Context: an optimization exercise on an open-source flow, tuned for small area, a short achievable clock period and few clock cycles per item. The choices shown serve that exercise and are no tape-out recipe.
Power figures rest on the tool's default switching activity, not on a simulated workload.

==> run a <==
## aq_axi_sdma64
module aq_axi_sdma64
(
  input         ARESETN,
  input         ACLK,
  input [15:0]  S_AXI_AWADDR,
  input [3:0]   S_AXI_AWCACHE,
  input [2:0]   S_AXI_AWPROT,
  input         S_AXI_AWVALID,
  output        S_AXI_AWREADY,
  input [31:0]  S_AXI_WDATA,
  input [3:0]   S_AXI_WSTRB,
  input         S_AXI_WVALID,
  output        S_AXI_WREADY,
  output        S_AXI_BVALID,
  input         S_AXI_BREADY,
  output [1:0]  S_AXI_BRESP,
  input [15:0]  S_AXI_ARADDR,
  input [3:0]   S_AXI_ARCACHE,
  input [2:0]   S_AXI_ARPROT,
  input         S_AXI_ARVALID,
  output        S_AXI_ARREADY,
  output [31:0] S_AXI_RDATA,
  output [1:0]  S_AXI_RRESP,
  output        S_AXI_RVALID,
  input         S_AXI_RREADY,
  output [0:0]  M_AXI_AWID,
  output [31:0] M_AXI_AWADDR,
  output [7:0]  M_AXI_AWLEN,
  output [2:0]  M_AXI_AWSIZE,
  output [1:0]  M_AXI_AWBURST,
  output        M_AXI_AWLOCK,
  output [3:0]  M_AXI_AWCACHE,
  output [2:0]  M_AXI_AWPROT,
  output [3:0]  M_AXI_AWQOS,
  output [0:0]  M_AXI_AWUSER,
  output        M_AXI_AWVALID,
  input         M_AXI_AWREADY,
  output [63:0] M_AXI_WDATA,
  output [7:0]  M_AXI_WSTRB,
  output        M_AXI_WLAST,
  output [0:0]  M_AXI_WUSER,
  output        M_AXI_WVALID,
  input         M_AXI_WREADY,
  input [0:0]   M_AXI_BID,
  input [1:0]   M_AXI_BRESP,
  input [0:0]   M_AXI_BUSER,
  input         M_AXI_BVALID,
  output        M_AXI_BREADY,
  output [0:0]  M_AXI_ARID,
  output [31:0] M_AXI_ARADDR,
  output [7:0]  M_AXI_ARLEN,
  output [2:0]  M_AXI_ARSIZE,
  output [1:0]  M_AXI_ARBURST,
  output [1:0]  M_AXI_ARLOCK,
  output [3:0]  M_AXI_ARCACHE,
  output [2:0]  M_AXI_ARPROT,
  output [3:0]  M_AXI_ARQOS,
  output [0:0]  M_AXI_ARUSER,
  output        M_AXI_ARVALID,
  input         M_AXI_ARREADY,
  input [0:0]   M_AXI_RID,
  input [63:0]  M_AXI_RDATA,
  input [1:0]   M_AXI_RRESP,
  input         M_AXI_RLAST,
  input [0:0]   M_AXI_RUSER,
  input         M_AXI_RVALID,
  output        M_AXI_RREADY,
  input [63:0]  W_AXIS_TDATA,
  input         W_AXIS_TVALID,
  output        W_AXIS_TREADY,
  input [7:0]   W_AXIS_TSTRB,
  input         W_AXIS_TKEEP,
  input         W_AXIS_TLAST,
  output [63:0] R_AXIS_TDATA,
  output        R_AXIS_TVALID,
  input         R_AXIS_TREADY,
  output        R_AXIS_TLAST,
  input         W_FRAME_SYNC,
  input         R_FRAME_SYNC,
  output        INTERRUPT
);
export LEC_CHECK = 0
export CAP_MARGIN = 20
export CORE_MARGIN = 2
export CORE_UTILIZATION = 45
export PLACE_DENSITY = 0.6
export SLEW_MARGIN = 20
create_clock -name core_clock -period 5.5 [get_ports {ACLK}]
run.sh (not shown) runs the stock make flow with config.mk's settings and CLKGATE_MAP_FILE= SYNTH_SCRIPT=/design/flow/synth_recipe.tcl, a recipe that flattens the netlist after the stock synthesis.
==> run b: changes against run a <==
- ABC_CLOCK_PERIOD_IN_PS: unset -> 2000
- SETUP_SLACK_MARGIN: unset -> 3.0
==> notes <==
- In run a the final area is lower than in run b, by 12%.
- In critical path depth, run b and run a do not differ.
- Of run b and run a, run a has the higher count of clock-buffer cells in the layout (gap 17).
- Sequential share of layout area: run a is higher than run b (5.9 points).
- Synthesized cell count is the same in run a and run b.
- Between run b and run a, the lower power is in run a (gap 11%, measured against run a).
- Against run a, the register-to-register slack of run b is higher by 0.23 ns.
- In hold slack, run a and run b hardly differ.
- Between run a and run b, the lower maximum frequency is in run a (gap about 18%, measured against run b).
- Between run a and run b, the lower utilization is in run a (gap 7.9 points).
No run of this note included a check of the RTL's function; only the layout flow was run.

========
==> v7: inputs <==
aq_axi_sdma64, a different RTL version from the one above (not shown whole).
Settings: LEC_CHECK=0, ABC_CLOCK_PERIOD_IN_PS=2000, CAP_MARGIN=20, CORE_MARGIN=2, CORE_UTILIZATION=45, CTS_CLUSTER_DIAMETER=60, CTS_CLUSTER_SIZE=30, PLACE_DENSITY=0.6, SETUP_SLACK_MARGIN=3.5, SLEW_MARGIN=20; clock period 5.5 ns.
==> v38 (differences from v7) <==
--- a/flow/design.v
+++ b/flow/design.v
@@ -75,26 +75,25 @@
       I_TESTDATA:   rdata_n = reg_testdata;
       default:      rdata_n = 32'd0;
     endcase
   end
   always @(posedge ACLK or negedge ARESETN) begin
     if(!ARESETN) begin
       bvalid <= 1'b0;
       rvalid <= 1'b0;
-      idle   <= 1'b0;
+      idle   <= 1'b1;
+      rdata  <= 32'd0;
     end else begin
       bvalid <= bvalid_n;
       rvalid <= rvalid_n;
       idle   <= ~bvalid_n & ~rvalid_n;
+      if(rd_ena) rdata <= rdata_n;
     end
   end
-  always @(posedge ACLK) begin
-    if(rd_ena) rdata <= rdata_n;
-  end
   assign S_AXI_AWREADY = idle;
   assign S_AXI_WREADY  = idle;
   assign S_AXI_ARREADY = idle;
   assign S_AXI_BVALID  = bvalid;
   assign S_AXI_RVALID  = rvalid;
   assign S_AXI_RDATA   = rdata;
   wire w_status   = wr_ena & (widx == I_STATUS);
   wire w_int_stat = wr_ena & (widx == I_INT_STATUS);
@@ -166,108 +165,99 @@
   input         M_AXI_BVALID,
   output        M_AXI_BREADY,
   output [31:0] M_AXI_ARADDR,
   output [7:0]  M_AXI_ARLEN,
   output        M_AXI_ARVALID,
   input         M_AXI_ARREADY,
   input         M_AXI_RLAST,
   input         M_AXI_RVALID,
+  output        M_AXI_RREADY,
   input         MASTER_RST,
   input         WR_START,
   input [31:0]  WR_ADRS,
   input [31:0]  WR_LEN,
   output        WR_READY,
   output        WR_INT,
   output        WR_FIFO_RE,
   input         WR_FIFO_EMPTY,
   input         RD_START,
   input [31:0]  RD_ADRS,
   input [31:0]  RD_LEN,
   output        RD_READY,
   output        RD_LAST,
   output        RD_INT,
   output        RD_FIFO_WE,
-  input         RD_FIFO_READY     
+  input         RD_FIFO_FULL
 );
   localparam OUTST = 2'd3;
   reg         w_busy, aw_pend, awvalid;
   reg [28:0]  aw_addr;        
   reg [7:0]   aw_len;
   reg [20:0]  aw_f;           
   reg         aw_z;           
   reg [7:0]   w_l;            
   reg [1:0]   wq, bq;         
   reg         w_act;          
   reg [7:0]   wbeat;
   reg         wlast;
-  reg         aw_hs_d;        
-  wire [7:0]  w_li     = WR_LEN[10:3] - 8'd1;
+  wire [7:0]  w_l0     = WR_LEN[10:3] - 8'd1;
   wire        w_z0     = (WR_LEN[10:3] == 8'd0);
   wire        w_start  = WR_START & ~w_busy;
   wire        aw_hs    = awvalid & M_AXI_AWREADY;
   wire        aw_final = (aw_f == {20'd0, aw_z});
   wire        w_vld    = w_act & ~WR_FIFO_EMPTY;
   wire        w_hs     = w_vld & M_AXI_WREADY;
   wire        b_hs     = M_AXI_BVALID & (bq != 2'd0);
   wire        w_done   = b_hs & ~aw_pend & (bq == 2'd1);
   wire        aw_pend_n = aw_pend & ~(aw_hs & aw_final);
   wire [1:0]  bq_n      = bq + {1'b0, aw_hs} - {1'b0, b_hs};
   wire [1:0]  wq_n      = wq + {1'b0, aw_hs} - {1'b0, w_hs & wlast};
   wire [7:0]  wbeat_n   = w_hs ? (wlast ? 8'd0 : wbeat + 8'd1) : wbeat;
-  wire        w_l0      = (w_l == 8'd0);
-  wire        w_fin_cur = ~aw_pend & (wq == 2'd1);
-  wire        w_inc_last = ((wbeat + 8'd1) == (w_fin_cur ? w_l : 8'hFF));
-  wire        w_end_last = w_l0 & (aw_hs ? (aw_final & (wq == 2'd1)) : (~aw_pend & (wq == 2'd2)));
-  wire        w_new_last = aw_hs & aw_final & w_l0;
-  wire        wlast_n    = w_hs ? (wlast ? w_end_last : w_inc_last)
-                                : ((wq == 2'd0) ? w_new_last : wlast);
+  wire        w_final_n = ~aw_pend_n & (wq_n == 2'd1);
   always @(posedge ACLK or negedge ARESETN) begin
     if(!ARESETN) begin
       w_busy  <= 1'b0;
       aw_pend <= 1'b0;
       awvalid <= 1'b0;
       wq      <= 2'd0;
       bq      <= 2'd0;
       w_act   <= 1'b0;
       wbeat   <= 8'd0;
-      aw_hs_d <= 1'b0;
     end else if(MASTER_RST) begin
       w_busy  <= 1'b0;
       aw_pend <= 1'b0;
       awvalid <= 1'b0;
       wq      <= 2'd0;
       bq      <= 2'd0;
       w_act   <= 1'b0;
       wbeat   <= 8'd0;
-      aw_hs_d <= 1'b0;
     end else if(w_start) begin
       w_busy  <= 1'b1;
       aw_pend <= 1'b1;
       awvalid <= 1'b1;
     end else begin
       if(w_done) w_busy <= 1'b0;
       aw_pend <= aw_pend_n;
-      awvalid <= aw_pend_n & ~aw_hs & (bq_n != OUTST);
-      aw_hs_d <= aw_hs & ~aw_final;
+      awvalid <= aw_pend_n & (bq_n != OUTST);
       wq      <= wq_n;
       bq      <= bq_n;
       w_act   <= (wq_n != 2'd0);
       wbeat   <= wbeat_n;
     end
   end
   always @(posedge ACLK) begin
-    wlast <= wlast_n;
+    wlast <= (wbeat_n == (w_final_n ? w_l : 8'hFF));
     if(w_start) begin
       aw_addr <= WR_ADRS[31:3];
       aw_f    <= WR_LEN[31:11];
       aw_z    <= w_z0;
-      aw_len  <= (WR_LEN[31:11] == {20'd0, w_z0}) ? w_li : 8'hFF;
-      w_l     <= w_li;
-    end else if(aw_hs_d) begin
+      aw_len  <= (WR_LEN[31:11] == {20'd0, w_z0}) ? w_l0 : 8'hFF;
+      w_l     <= w_l0;
+    end else if(aw_hs & ~aw_final) begin
       aw_addr[28:8] <= aw_addr[28:8] + 21'd1;
       aw_f          <= aw_f - 21'd1;
       aw_len        <= (aw_f == {19'd0, aw_z, ~aw_z}) ? w_l : 8'hFF;
     end
   end
   assign M_AXI_AWADDR  = {aw_addr, 3'b000};
   assign M_AXI_AWLEN   = aw_len;
   assign M_AXI_AWVALID = awvalid;
@@ -279,111 +269,103 @@
   assign WR_READY      = ~w_busy;
   reg         r_busy, ar_pend, arvalid;
   reg [28:0]  ar_addr;
   reg [7:0]   ar_len;
   reg [20:0]  ar_f;
   reg         ar_z;
   reg [7:0]   r_l;
   reg [1:0]   rq;             
-  reg         ar_hs_d;
   wire [7:0]  r_l0     = RD_LEN[10:3] - 8'd1;
   wire        r_z0     = (RD_LEN[10:3] == 8'd0);
   wire        r_start  = RD_START & ~r_busy;
   wire        ar_hs    = arvalid & M_AXI_ARREADY;
   wire        ar_final = (ar_f == {20'd0, ar_z});
-  wire        r_hs     = M_AXI_RVALID & RD_FIFO_READY;
+  wire        r_hs     = M_AXI_RVALID & ~RD_FIFO_FULL;
   wire        r_final  = ~ar_pend & (rq == 2'd1);
   wire        r_end    = r_hs & M_AXI_RLAST & (rq != 2'd0);
   wire        r_done   = r_end & r_final;
   wire        ar_pend_n = ar_pend & ~(ar_hs & ar_final);
   wire [1:0]  rq_n      = rq + {1'b0, ar_hs} - {1'b0, r_end};
   always @(posedge ACLK or negedge ARESETN) begin
     if(!ARESETN) begin
       r_busy  <= 1'b0;
       ar_pend <= 1'b0;
       arvalid <= 1'b0;
       rq      <= 2'd0;
-      ar_hs_d <= 1'b0;
     end else if(r_start) begin
       r_busy  <= 1'b1;
       ar_pend <= 1'b1;
       arvalid <= 1'b1;
     end else begin
       if(r_done) r_busy <= 1'b0;
       ar_pend <= ar_pend_n;
-      arvalid <= ar_pend_n & ~ar_hs & (rq_n != OUTST);
-      ar_hs_d <= ar_hs & ~ar_final;
+      arvalid <= ar_pend_n & (rq_n != OUTST);
       rq      <= rq_n;
     end
   end
   always @(posedge ACLK) begin
     if(r_start) begin
       ar_addr <= RD_ADRS[31:3];
       ar_f    <= RD_LEN[31:11];
       ar_z    <= r_z0;
       ar_len  <= (RD_LEN[31:11] == {20'd0, r_z0}) ? r_l0 : 8'hFF;
       r_l     <= r_l0;
-    end else if(ar_hs_d) begin
+    end else if(ar_hs & ~ar_final) begin
       ar_addr[28:8] <= ar_addr[28:8] + 21'd1;
       ar_f          <= ar_f - 21'd1;
       ar_len        <= (ar_f == {19'd0, ar_z, ~ar_z}) ? r_l : 8'hFF;
     end
   end
   assign M_AXI_ARADDR  = {ar_addr, 3'b000};
   assign M_AXI_ARLEN   = ar_len;
   assign M_AXI_ARVALID = arvalid;
+  assign M_AXI_RREADY  = ~RD_FIFO_FULL;
   assign RD_FIFO_WE    = r_hs;
   assign RD_LAST       = M_AXI_RLAST & r_final;
   assign RD_INT        = r_done;
   assign RD_READY      = ~r_busy;
 endmodule
 module aq_axi_sdma64_fifo
 #(
   parameter W = 64
 )
 (
   input          RST_N,
   input          RST,
   input          CLK,
   input          WREN,
   input [W-1:0]  DI,
   output         FULL,
-  output         NFULL,       
   input          RDEN,
   output [W-1:0] DO,
   output         EMPTY
 );
   reg [W-1:0] head, skid;
   reg         hv, sv;           
-  reg         nf;               
-  wire we = WREN & nf;
+  wire we = WREN & ~sv;
   wire re = RDEN & hv;
   always @(posedge CLK) begin
     if((re & (sv | we)) | (we & ~hv)) head <= sv ? skid : DI;
     if(we & hv & ~re)                 skid <= DI;
   end
   always @(posedge CLK or negedge RST_N) begin
     if(!RST_N) begin
       hv <= 1'b0;
       sv <= 1'b0;
-      nf <= 1'b0;
     end else if(RST) begin
       hv <= 1'b0;
       sv <= 1'b0;
-      nf <= 1'b1;
     end else begin
       hv <= sv | we | (hv & ~re);
       sv <= (sv & ~re) | (we & hv & ~re);
-      nf <= ~((sv & ~re) | (we & hv & ~re));
     end
   end
   assign DO    = head;
   assign FULL  = sv;
-  assign NFULL = nf;
   assign EMPTY = ~hv;
 endmodule
 module aq_axi_sdma64
 (
   input         ARESETN,
   input         ACLK,
   input [15:0]  S_AXI_AWADDR,
   input [3:0]   S_AXI_AWCACHE,
@@ -520,32 +502,33 @@
     .M_AXI_BVALID   ( M_AXI_BVALID ),
     .M_AXI_BREADY   ( M_AXI_BREADY ),
     .M_AXI_ARADDR   ( M_AXI_ARADDR ),
     .M_AXI_ARLEN    ( M_AXI_ARLEN ),
     .M_AXI_ARVALID  ( M_AXI_ARVALID ),
     .M_AXI_ARREADY  ( M_AXI_ARREADY ),
     .M_AXI_RLAST    ( M_AXI_RLAST ),
     .M_AXI_RVALID   ( M_AXI_RVALID ),
+    .M_AXI_RREADY   ( M_AXI_RREADY ),
     .MASTER_RST     ( master_rst ),
     .WR_START       ( wr_start & W_FRAME_SYNC ),
     .WR_ADRS        ( wr_adrs ),
     .WR_LEN         ( wr_len ),
     .WR_READY       ( wr_ready ),
     .WR_INT         ( wr_int ),
     .WR_FIFO_RE     ( wr_fifo_re ),
     .WR_FIFO_EMPTY  ( wr_fifo_empty ),
     .RD_START       ( rd_start & R_FRAME_SYNC ),
     .RD_ADRS        ( rd_adrs ),
     .RD_LEN         ( rd_len ),
     .RD_READY       ( rd_ready ),
     .RD_LAST        ( rd_last ),
     .RD_INT         ( rd_int ),
     .RD_FIFO_WE     ( rd_fifo_we ),
-    .RD_FIFO_READY  ( M_AXI_RREADY )
+    .RD_FIFO_FULL   ( rd_fifo_full )
   );
   assign M_AXI_AWID    = 1'b0;
   assign M_AXI_AWSIZE  = 3'b011;
   assign M_AXI_AWBURST = 2'b01;
   assign M_AXI_AWLOCK  = 1'b0;
   assign M_AXI_AWCACHE = 4'b0011;
   assign M_AXI_AWPROT  = 3'b000;
   assign M_AXI_AWQOS   = 4'b0000;
@@ -563,28 +546,27 @@
   aq_axi_sdma64_fifo #(.W(65)) u_aq_axi_sdma64_rfifo
   (
     .RST_N    ( ARESETN ),
     .RST      ( master_rst ),
     .CLK      ( ACLK ),
     .WREN     ( rd_fifo_we ),
     .DI       ( {rd_last, M_AXI_RDATA} ),
     .FULL     ( rd_fifo_full ),
-    .NFULL    ( M_AXI_RREADY ),
     .RDEN     ( R_AXIS_TREADY ),
     .DO       ( {R_AXIS_TLAST, R_AXIS_TDATA} ),
     .EMPTY    ( rd_fifo_empty )
   );
   assign R_AXIS_TVALID = ~rd_fifo_empty;
   aq_axi_sdma64_fifo #(.W(64)) u_aq_axi_sdma64_wfifo
   (
     .RST_N    ( ARESETN ),
     .RST      ( master_rst ),
     .CLK      ( ACLK ),
     .WREN     ( W_AXIS_TVALID ),
     .DI       ( W_AXIS_TDATA ),
     .FULL     ( wr_fifo_full ),
-    .NFULL    ( W_AXIS_TREADY ),
     .RDEN     ( wr_fifo_re ),
     .DO       ( M_AXI_WDATA ),
     .EMPTY    ( wr_fifo_empty )
   );
+  assign W_AXIS_TREADY = ~wr_fifo_full;
 endmodule
Settings changed: ABC_CLOCK_PERIOD_IN_PS 2000 to not set, CTS_CLUSTER_DIAMETER 60 to not set, CTS_CLUSTER_SIZE 30 to not set, SETUP_SLACK_MARGIN 3.5 to not set.
==> v21 (differences from v7) <==
Settings changed: ABC_CLOCK_PERIOD_IN_PS 2000 to 2200, SETUP_SLACK_MARGIN 3.5 to 3.2.
==> summary of the runs <==
- v7 went through all stages and came out clean. v38 went through all stages and came out clean. v21 ran to the end with no violations.
- Clock power is about the same in v21 and v7.
- Synthesized cell count: v7 is lower than v38 (about 1.8%).
- In v21 the via count is higher than in v38, by about 0.55%.
- Of v21 and v7, v7 has the higher fmax (gap about 0.6%, measured against v7).
- The lowest first-iteration DRC count belongs to v7, the highest to v38.
- Between v7 and v21, the lower hold slack is in v7 (gap 0.0097 ns).
- Between v7 and v38, the lower sequential power is in v38 (gap 5.9%, measured against v38).
- Between v21 and v7, the lower core utilization is in v21 (gap 3.2 points).
- The highest clock-buffer cell count belongs to v38, the lowest to v21.
- In area after synthesis, v21 and v7 do not differ.
- Critical path depth is the same in v7 and v21.
No functional check of the RTL was part of any run of this note.

## what the ideal ports hide
The flow's constraints put no driver on any port. The routed layouts listed below were extracted and timed again, unchanged, in two steps. Step 1 assumes that a clkbuf_16 drives the clock port and a buf_2 every other input. Step 2, shift: input delay + t, output delay - t, t = (earliest + latest rising clock arrival at the registers) / 2. This alone moves slack from input paths to output paths. Three values: ideal ports, drivers, drivers and shift; two values: the first two.
run | t (ns) | setup WS [ns] | hold slack, ns | latest minus earliest clock arrival (ns) | pins driven straight from the clock port
run a | 0.659 | 0.855 / 0.792 / 1.221 | 0.464 / 0.464 / 0.464 | 0.027 / 0.027 | 1
run b | 0.659 | 1.686 / 1.626 / 1.969 | 0.464 / 0.464 / 0.464 | 0.027 / 0.027 | 1
v7 | 0.668 | 3.084 / 3.020 / 2.668 | 0.470 / 0.470 / 0.470 | 0.043 / 0.043 | 1
v38 | 0.652 | 1.786 / 1.794 / 1.142 | 0.487 / 0.487 / 0.487 | 0.019 / 0.020 | 1
v21 | 0.667 | 3.070 / 3.007 / 2.596 | 0.479 / 0.479 / 0.479 | 0.043 / 0.044 | 1
After both steps setup and hold are still met in every run listed. The setup slack of v38, which loses most, moves by +0.008 ns with the drivers and by -0.644 ns with both steps.
